This is an optimization exercise on Yosys and OpenROAD, whose aim is small area and a short achievable clock period, not a production implementation.
The RTL was checked by simulation tests, not by an equivalence proof against the original design.
No driver is modelled on the clock port, so clocking that relies on it looks cheaper here than on a real chip.
Power figures rest on the tool's default switching activity, not on a simulated workload.

Setup of nickel:
Design mul, start of the top module:
module mul(clk,reset,opcode,go,
	   src_A,
	   src_B,
	   src_hilo,
	   rob_ptr_in,
	   gpr_prf_ptr_in,
	   hilo_prf_ptr_in,
	   y,complete,
	   rob_ptr_out,
	   gpr_prf_ptr_val_out,
	   gpr_prf_ptr_out,
	   hilo_prf_ptr_val_out,
	   hilo_prf_ptr_out);
Settings: LEC_CHECK=0, CAP_MARGIN=20, CORE_MARGIN=2, CORE_UTILIZATION=50, CTS_CLUSTER_DIAMETER=100, CTS_CLUSTER_SIZE=20, PLACE_DENSITY=0.75, SLEW_MARGIN=20, SYNTH_HIERARCHICAL=1, SYNTH_MINIMUM_KEEP_SIZE=0; clock period 10.5 ns.
standard.sh (not shown) runs the stock make flow with config.mk's settings and CLKGATE_MAP_FILE= SYNTH_SCRIPT=/design/flow/synth_recipe.tcl, a recipe that flattens the netlist after the stock synthesis.
==> flow/flow/run.sh <==
#!/bin/bash
set -euo pipefail
bash standard.sh SETUP_SLACK_MARGIN=7.0 "BUFFER_PORTS_ARGS=-buffer_cell sky130_fd_sc_hd__buf_1" MATCH_CELL_FOOTPRINT=0 finish > make_finish.log 2>&1
Input-level comparison between willow and nickel:
==> flow/flow/run.sh <==
#!/bin/bash
set -euo pipefail
bash standard.sh SETUP_SLACK_MARGIN=6.85 "BUFFER_PORTS_ARGS=-buffer_cell sky130_fd_sc_hd__buf_1" finish > make_finish.log 2>&1
Share of final-layout standard cells stronger than drive strength 1 (higher): nickel
Between nickel and willow, the floorplan core area figures differ only marginally.
Compared with nickel, willow has less setup slack.
~same via count of the first global-routing pass in willow and nickel
nickel ended up with r1_t[102] as its critical path capture point; willow ended up with r1_t[93].
Max final design area excluding fillers across willow and nickel: nickel
The run showing the smaller sequential fraction of design power is nickel.
willow and nickel ended up with roughly the same part of the power in the clock network.
willow ended up with r0_a[30] as its worst setup path startpoint; nickel ended up with r0_one[0].
For fjord, these inputs were changed with respect to willow:
==> flow/flow/run.sh <==
#!/bin/bash
set -euo pipefail
export SKEW_BUF=sky130_fd_sc_hd__clkbuf_16
bash standard.sh SETUP_SLACK_MARGIN=7.0 "BUFFER_PORTS_ARGS=-buffer_cell sky130_fd_sc_hd__buf_1" \
  "POST_CTS_TCL=$PWD/flow/skew.tcl" MATCH_CELL_FOOTPRINT=0 finish > make_finish.log 2>&1
==> flow/flow/skew.tcl (new file) <==
# Run after clock tree synthesis (POST_CTS_TCL): give the stage-1 registers (r1_*) their
# clock through one more small buffer per clock leaf, so they clock a little later than
# r0/r2. This moves slack from the r1 -> r2 paths to the r0 -> r1 paths. Only registers
# whose paths start and end at other registers are moved: r1_v, which reset feeds,
# keeps its clock.
set block [ord::get_db_block]
array unset grp
foreach inst [$block getInsts] {
  set n [$inst getName]
  if {![string match {r1_*} $n] || [string match {r1_v*} $n]} { continue }
  set it [$inst findITerm CLK]
  if {$it == "NULL"} { continue }
  set net [$it getNet]
  if {$net == "NULL"} { continue }
  lappend grp([$net getName]) $inst
}
set i 0
foreach netname [lsort [array names grp]] {
  set sx 0; set sy 0; set cnt 0
  foreach inst $grp($netname) {
    set loc [$inst getLocation]
    set sx [expr {$sx + [lindex $loc 0]}]
    set sy [expr {$sy + [lindex $loc 1]}]
    incr cnt
  }
  set dbu [$block getDbUnitsPerMicron]
  set x [expr {double($sx) / $cnt / $dbu}]
  set y [expr {double($sy) / $cnt / $dbu}]
  set pins {}
  foreach p [get_pins -of_objects [get_nets $netname]] {
    set pn [get_full_name $p]
    if {[string match {r1_*/CLK} $pn] && ![string match {r1_v*} $pn]} { lappend pins $p }
  }
  if {[llength $pins] == 0} { continue }
  set bsta [insert_buffer -buffer_cell $::env(SKEW_BUF) -net [get_nets $netname] -load_pins $pins \
    -location [list $x $y] -buffer_name skew_buf_$i -net_name skew_net_$i]
  set bi [sta::sta_to_db_inst $bsta]
  [[$bi findITerm X] getNet] setSigType CLOCK
  incr i
}
puts "skew: inserted $i buffers for the r1 registers"
detailed_placement
check_placement -verbose
estimate_parasitics -placement
report_clock_skew
### Flow results
From willow to fjord, cell depth of the worst flop-to-flop path did not move at all.
In terms of power in sequential cells, fjord and willow differ only marginally.
On max-slew headroom at the worst pin, willow loses to fjord.
Compared with willow, fjord instantiates a larger number of cells.
fjord vs willow — post-layout worst setup margin rose 0.17 ns.
Delta(clock network latency to the later pin of the worst-skew pair, fjord - willow) > 0
fjord: amount of wire on met2 after detailed routing higher than willow
Maximum achievable frequency (lower): willow
fjord improves on willow in final period demand of the worst path.
Max total number of vias across fjord and willow: fjord
### fjord -> onyx
-- flow/flow/run.sh --
<<< fjord, line 4
bash standard.sh SETUP_SLACK_MARGIN=7.0 "BUFFER_PORTS_ARGS=-buffer_cell sky130_fd_sc_hd__buf_1" \
>>> onyx, line 4
bash standard.sh SETUP_SLACK_MARGIN=7.15 "BUFFER_PORTS_ARGS=-buffer_cell sky130_fd_sc_hd__buf_1" \
Findings:
- On post-placement cell area, fjord and onyx are neck and neck.
- First-iteration DRC count deteriorates in onyx relative to fjord.
- Number of antenna diodes up 1 in onyx wrt fjord

rev 12:
Another version of the RTL of mul (not shown whole).
For scale: about 3,200 cells after synthesis, ~450 flip-flops, roughly 230 I/O pins.
export LEC_CHECK = 0
export CAP_MARGIN = 20
export CORE_MARGIN = 2
export CORE_UTILIZATION = 40
export SLEW_MARGIN = 20
export SYNTH_HIERARCHICAL = 1
export SYNTH_MINIMUM_KEEP_SIZE = 0
create_clock -name core_clock -period 10.5 [get_ports {clk}]
==> flow/flow/run.sh <==
#!/bin/bash
set -euo pipefail
bash standard.sh SETUP_SLACK_MARGIN=7.0 "BUFFER_PORTS_ARGS=-buffer_cell sky130_fd_sc_hd__buf_2" finish > make_finish.log 2>&1
Inputs modified between rev 12 and rev 13:
- PLACE_DENSITY newly set to 0.75
- CTS_BUF_LIST newly set to sky130_fd_sc_hd__clkbuf_8
==> flow/flow/run.sh <==
#!/bin/bash
set -euo pipefail
bash standard.sh SETUP_SLACK_MARGIN=6.85 "BUFFER_PORTS_ARGS=-buffer_cell sky130_fd_sc_hd__buf_1" finish > make_finish.log 2>&1
[summary]
- Higher total leakage power goes to rev 12 over rev 13.
- Rev 13 vs rev 12 — total routing resource utilization after global routing dropped 1.4 points.
- Cmp rev 12 and rev 13 / routed wirelength normalized by instance count / lower: rev 13
- The core of rev 13 is less densely filled than that of rev 12.
- Rev 13 vs. rev 12: largest fanout of any net on the critical path increased 20, post-placement cell area decreased 0.76%.
- As of rev 13, power consumption had fallen slightly compared to rev 12.
- | count of vias placed by the detailed router | lower: rev 13 |
- Diff rev 12 -> rev 13: max-slew headroom at the worst pin dropped 19 points, clock-buffer cell count higher.

== run 1 ==
Starting RTL as in the previous note.
==> flow/design.v (excerpt) <==
module mul(clk,reset,opcode,go,
	   src_A,
	   src_B,
	   src_hilo,
	   rob_ptr_in,
	   gpr_prf_ptr_in,
	   hilo_prf_ptr_in,
	   y,complete,
	   rob_ptr_out,
	   gpr_prf_ptr_val_out,
	   gpr_prf_ptr_out,
	   hilo_prf_ptr_val_out,
	   hilo_prf_ptr_out);
export LEC_CHECK = 0
export CAP_MARGIN = 20
export CORE_MARGIN = 2
export CORE_UTILIZATION = 40
export SLEW_MARGIN = 20
export SYNTH_HIERARCHICAL = 1
export SYNTH_MINIMUM_KEEP_SIZE = 0
create_clock -name core_clock -period 10.5 [get_ports {clk}]
==> flow/flow/run.sh <==
#!/bin/bash
set -euo pipefail
bash standard.sh SETUP_SLACK_MARGIN=6.85 "BUFFER_PORTS_ARGS=-buffer_cell sky130_fd_sc_hd__buf_2" finish > make_finish.log 2>&1
Run 1: full flow OK, the timing, design-rule and antenna checks passed
Changes in run 2 relative to run 1:
# run 1
export LEC_CHECK = 0
export CAP_MARGIN = 20
export CORE_MARGIN = 2
export CORE_UTILIZATION = 40
export SLEW_MARGIN = 20
export SYNTH_HIERARCHICAL = 1
export SYNTH_MINIMUM_KEEP_SIZE = 0
create_clock -name core_clock -period 10.5 [get_ports {clk}]
# run 2
export LEC_CHECK = 0
export CAP_MARGIN = 20
export CORE_MARGIN = 2
export CORE_UTILIZATION = 55
export CTS_CLUSTER_SIZE = 50
export SLEW_MARGIN = 20
export SYNTH_HIERARCHICAL = 1
export SYNTH_MINIMUM_KEEP_SIZE = 0
create_clock -name core_clock -period 10.5 [get_ports {clk}]
==> flow/flow/run.sh <==
#!/bin/bash
set -euo pipefail
bash standard.sh SETUP_SLACK_MARGIN=7.2 "BUFFER_PORTS_ARGS=-buffer_cell sky130_fd_sc_hd__buf_2" finish > make_finish.log 2>&1
Post-route met1 wirelength, run 2 vs run 1: down by a few percent. Relative to run 1, the number of placement rows of run 2 is lower by 16. Run 1 → run 2: clock buffer count now sits lower, utilization rose 22 points.
diff inputs: run 2 => run 3
# run 2
export LEC_CHECK = 0
export CAP_MARGIN = 20
export CORE_MARGIN = 2
export CORE_UTILIZATION = 55
export CTS_CLUSTER_SIZE = 50
export SLEW_MARGIN = 20
export SYNTH_HIERARCHICAL = 1
export SYNTH_MINIMUM_KEEP_SIZE = 0
create_clock -name core_clock -period 10.5 [get_ports {clk}]
# run 3
export LEC_CHECK = 0
export CAP_MARGIN = 20
export CORE_MARGIN = 2
export CORE_UTILIZATION = 40
export CTS_BUF_LIST = sky130_fd_sc_hd__clkbuf_8
export SLEW_MARGIN = 20
export SYNTH_HIERARCHICAL = 1
export SYNTH_MINIMUM_KEEP_SIZE = 0
create_clock -name core_clock -period 10.5 [get_ports {clk}]
==> flow/flow/run.sh <==
#!/bin/bash
set -euo pipefail
bash standard.sh SETUP_SLACK_MARGIN=6.7 "BUFFER_PORTS_ARGS=-buffer_cell sky130_fd_sc_hd__buf_1" finish > make_finish.log 2>&1
==> comparison <==
Run 2 → run 3: headroom to the max-slew limit went down 4.9 points; floorplan row count now larger; final design instance area without fill decreased 3900 um2.
Summary of run 3 over run 2: global-route usage decreased 11 points, part of the total power dissipated in combinational logic essentially unchanged.

## port drivers added, routing unchanged
In the flow no input, the clock included, has a driving cell. The finished layouts below were timed again as built, in two steps.
Step 1, drivers: a clkbuf_16 drives clk and a buf_2 each remaining input, both assumed.
Step 2 adds t to the input delays and takes it off the output delays; t is the mean of the earliest and latest rising clock arrival at the registers after step 1. Input paths then give back, and output paths get back, about the clock's delay inside the block.
Slacks: no drivers / after step 1 / after step 2; pairs: no drivers / after step 1.
run	shift t [ns]	slack for setup (ns)	worst setup path at the end	pins driven straight from the clock port
nickel	0.684	7.008 / 7.008 / 6.535	input to register	1
willow	0.674	6.854 / 6.854 / 6.568	input to register	1
fjord	0.740	7.020 / 7.020 / 6.488	input to register	1
onyx	0.748	7.080 / 7.080 / 6.541	input to register	1
rev 12	0.681	6.980 / 6.980 / 6.750	input to register	1
rev 13	0.772	6.861 / 6.861 / 6.861	register to register	1
run 1	0.677	6.872 / 6.872 / 6.745	input to register	1
run 2	0.672	6.945 / 6.945 / 6.783	input to register	1
run 3	0.764	6.754 / 6.754 / 6.745	input to register	1
After both steps setup and hold are still met in every run listed. For onyx, which loses most, drivers alone change the setup slack by 0.000 ns; drivers and shift together by -0.539 ns.
